This is an optimization exercise on Yosys and OpenROAD, whose aim is small area and a short achievable clock period, not a production implementation. At most, simulation tests tie the RTL to the original design; equivalence was not proved. Power and IR drop assume default switching activity.

// desiredDrive_reg
module desiredDrive_reg(
    input clk, rst_n,
    input [11:0] avg_torque,
    input [4:0] cadence,
    input not_pedaling,
    input [12:0] incline,
    input [2:0] scale,
    output logic [11:0] target_curr
);
logic [14:0] ts_nxt, ic_nxt;
logic [14:0] ts_rn, ic_rn;
desiredDrive iDD(.avg_torque(avg_torque), .cadence(cadence), .not_pedaling(not_pedaling),
                 .incline(incline), .scale(scale), .ts_prod(ts_nxt), .ic_prod(ic_nxt));
always_ff @(posedge clk, negedge rst_n) begin
    if (!rst_n)
        ts_rn <= 15'h7FFF;
    else
        ts_rn <= ~ts_nxt;
end
always_ff @(posedge clk)
    ic_rn <= ~ic_nxt;
logic [14:0] ts_r, ic_r;
assign ts_r = ~ts_rn;
assign ic_r = ~ic_rn;
wire b_p1 = ts_r[0] & ic_r[0];
wire b_p2 = ts_r[0] & ic_r[1];
wire b_p3 = ts_r[0] & ic_r[2];
wire b_p4 = ts_r[0] & ic_r[3];
wire b_p5 = ts_r[0] & ic_r[4];
wire b_p6 = ts_r[0] & ic_r[5];
wire b_p7 = ts_r[0] & ic_r[6];
wire b_p8 = ts_r[0] & ic_r[7];
wire b_p9 = ts_r[0] & ic_r[8];
wire b_p10 = ts_r[0] & ic_r[9];
wire b_p11 = ts_r[0] & ic_r[10];
wire b_p12 = ts_r[0] & ic_r[11];
wire b_p13 = ts_r[0] & ic_r[12];
wire b_p14 = ts_r[0] & ic_r[13];
wire b_p15 = ts_r[0] & ic_r[14];
wire b_p16 = ts_r[1] & ic_r[0];
wire b_p17 = ts_r[1] & ic_r[1];
wire b_p18 = ts_r[1] & ic_r[2];
wire b_p19 = ts_r[1] & ic_r[3];
wire b_p20 = ts_r[1] & ic_r[4];
wire b_p21 = ts_r[1] & ic_r[5];
wire b_p22 = ts_r[1] & ic_r[6];
wire b_p23 = ts_r[1] & ic_r[7];
wire b_p24 = ts_r[1] & ic_r[8];
wire b_p25 = ts_r[1] & ic_r[9];
wire b_p26 = ts_r[1] & ic_r[10];
wire b_p27 = ts_r[1] & ic_r[11];
wire b_p28 = ts_r[1] & ic_r[12];
  ...
Size in the first run: roughly 860 cells after synthesis, ~42 flip-flops, ~48 I/O pins, ~8800 um2 of cells after synthesis.
clock: 13.0 ns
lec_check: 0
cap_margin: 20
core_margin: 2
core_utilization: 40
slew_margin: 20
standard.sh (not shown) runs the stock make flow with config.mk's settings and CLKGATE_MAP_FILE= SYNTH_SCRIPT=/design/flow/synth_recipe.tcl, a recipe that flattens the netlist after the stock synthesis.
==> flow/flow/run.sh <==
#!/bin/bash
# Layout flow: the standard flow (standard.sh), with these changes:
#  - synthesis: Yosys's generic "synth -run fine:" step skips its early ABC
#    pass (-noabc), so that extract_fa sees the RTL's full adders as written
#    (without the input/output inversions that pass puts around them), and
#    extract_fa looks for full adders only (EXTRACT_FA_ARGS); the rest of
#    synthesis (dfflibmap, the final ABC mapping, flatten, renaming) is as in
#    the standard flow's synthesis;
#  - the port buffers are PORT_BUF cells;
#  - ORFS's timing repair aims for SETUP_SLACK_MARGIN ns of setup slack.
# The SDC, the clock period and every other step are the standard flow's.
set -euo pipefail
HERE=$(pwd)
EXTRACT_FA_ARGS=""
SETUP_MARGIN=6.8
PORT_BUF=sky130_fd_sc_hd__buf_1
# ORFS's synth.tcl with the changes
sed -e 's/synth -top \$::env(DESIGN_NAME) -run fine: {\*}\$synth_full_args/synth -top $::env(DESIGN_NAME) -run fine: -noabc {*}$synth_full_args/' \
    -e "s/extract_fa {\*}\[dont_use_extract_fa_args\]/extract_fa $EXTRACT_FA_ARGS/" \
    "$FLOW_HOME/scripts/synth.tcl" > "$HERE/synth_changed.tcl"
grep -q -- '-run fine: -noabc' "$HERE/synth_changed.tcl"
grep -q -- "^ *extract_fa $EXTRACT_FA_ARGS\$" "$HERE/synth_changed.tcl"
# The standard flow's synthesis wrapper, sourcing the changed synth.tcl
sed "s#source \$::env(SCRIPTS_DIR)/synth.tcl#source $HERE/synth_changed.tcl#" synth_recipe.tcl > "$HERE/flow_synth.tcl"
grep -q "source $HERE/synth_changed.tcl" "$HERE/flow_synth.tcl"
# The standard.sh, pointed at that wrapper
sed "s#SYNTH_SCRIPT=[^ ]*#SYNTH_SCRIPT=$HERE/flow_synth.tcl#" standard.sh > "$HERE/flow_standard.sh"
grep -q "SYNTH_SCRIPT=$HERE/flow_synth.tcl" "$HERE/flow_standard.sh"
bash "$HERE/flow_standard.sh" SETUP_SLACK_MARGIN=$SETUP_MARGIN \
    "BUFFER_PORTS_ARGS=-buffer_cell $PORT_BUF" finish > "$HERE/flow_make.log" 2>&1
The first run went through all stages and came out clean.
Then changed:
--- a/flow/design.v
+++ b/flow/design.v
@@ -404,26 +404,23 @@
     input not_pedaling,
     input [12:0] incline,
     input [2:0] scale,
     output logic [11:0] target_curr
 );
 logic [14:0] ts_nxt, ic_nxt;
-logic [14:0] ts_rn, ic_rn;
+logic [14:0] ts_r, ic_r;
 desiredDrive iDD(.avg_torque(avg_torque), .cadence(cadence), .not_pedaling(not_pedaling),
                  .incline(incline), .scale(scale), .ts_prod(ts_nxt), .ic_prod(ic_nxt));
 always_ff @(posedge clk, negedge rst_n) begin
     if (!rst_n)
-        ts_rn <= 15'h7FFF;
+        ts_r <= 15'h0000;
     else
-        ts_rn <= ~ts_nxt;
+        ts_r <= ts_nxt;
 end
 always_ff @(posedge clk)
-    ic_rn <= ~ic_nxt;
-logic [14:0] ts_r, ic_r;
-assign ts_r = ~ts_rn;
-assign ic_r = ~ic_rn;
+    ic_r <= ic_nxt;
 wire b_p1 = ts_r[0] & ic_r[0];
 wire b_p2 = ts_r[0] & ic_r[1];
 wire b_p3 = ts_r[0] & ic_r[2];
 wire b_p4 = ts_r[0] & ic_r[3];
 wire b_p5 = ts_r[0] & ic_r[4];
 wire b_p6 = ts_r[0] & ic_r[5];
What happened: Design area rises by 5.6%; power rises by 2.4%; worst setup slack gets better by 0.0069 ns; cell count rises by 3.0%; die area rises by 5.5%; non-clock buffer count rises by 4; critical path depth does not change; via count falls by 1.1%; sequential share of layout area falls by 0.66 points; wire length rises by 6.8%; synthesized area rises by 5.6%.
For the first run of this note, only the layout was checked, not whether the RTL still works.

==> static timing again, ports no longer ideal <==
How much do the figures lean on ideal ports? The routed layouts below were timed once more, with nothing changed but the port constraints.
Step 1, drivers: a clkbuf_16 drives clk and a buf_2 each remaining input, both assumed.
Step 2 times the ports against the registers' clock, not the clock port: input delays grow and output delays shrink by t, the midpoint of the rising clock arrivals with the driver on.
Three values: no drivers, after step 1, after step 2; two values: the first two.
run | t (ns) | slack for setup (ns) | worst setup path after step 2 | clock arrival spread, ns | pins driven straight from the clock port
the first run | 0.346 | 6.816 / 6.829 / 6.484 | input to register | 0.006 / 0.007 | 1
the second run | 0.342 | 6.823 / 6.839 / 6.497 | input to register | 0.013 / 0.013 | 1
After both steps setup and hold are still met in every run listed. The setup slack of the first run, which loses most, moves by +0.013 ns with the drivers and by -0.332 ns with both steps.
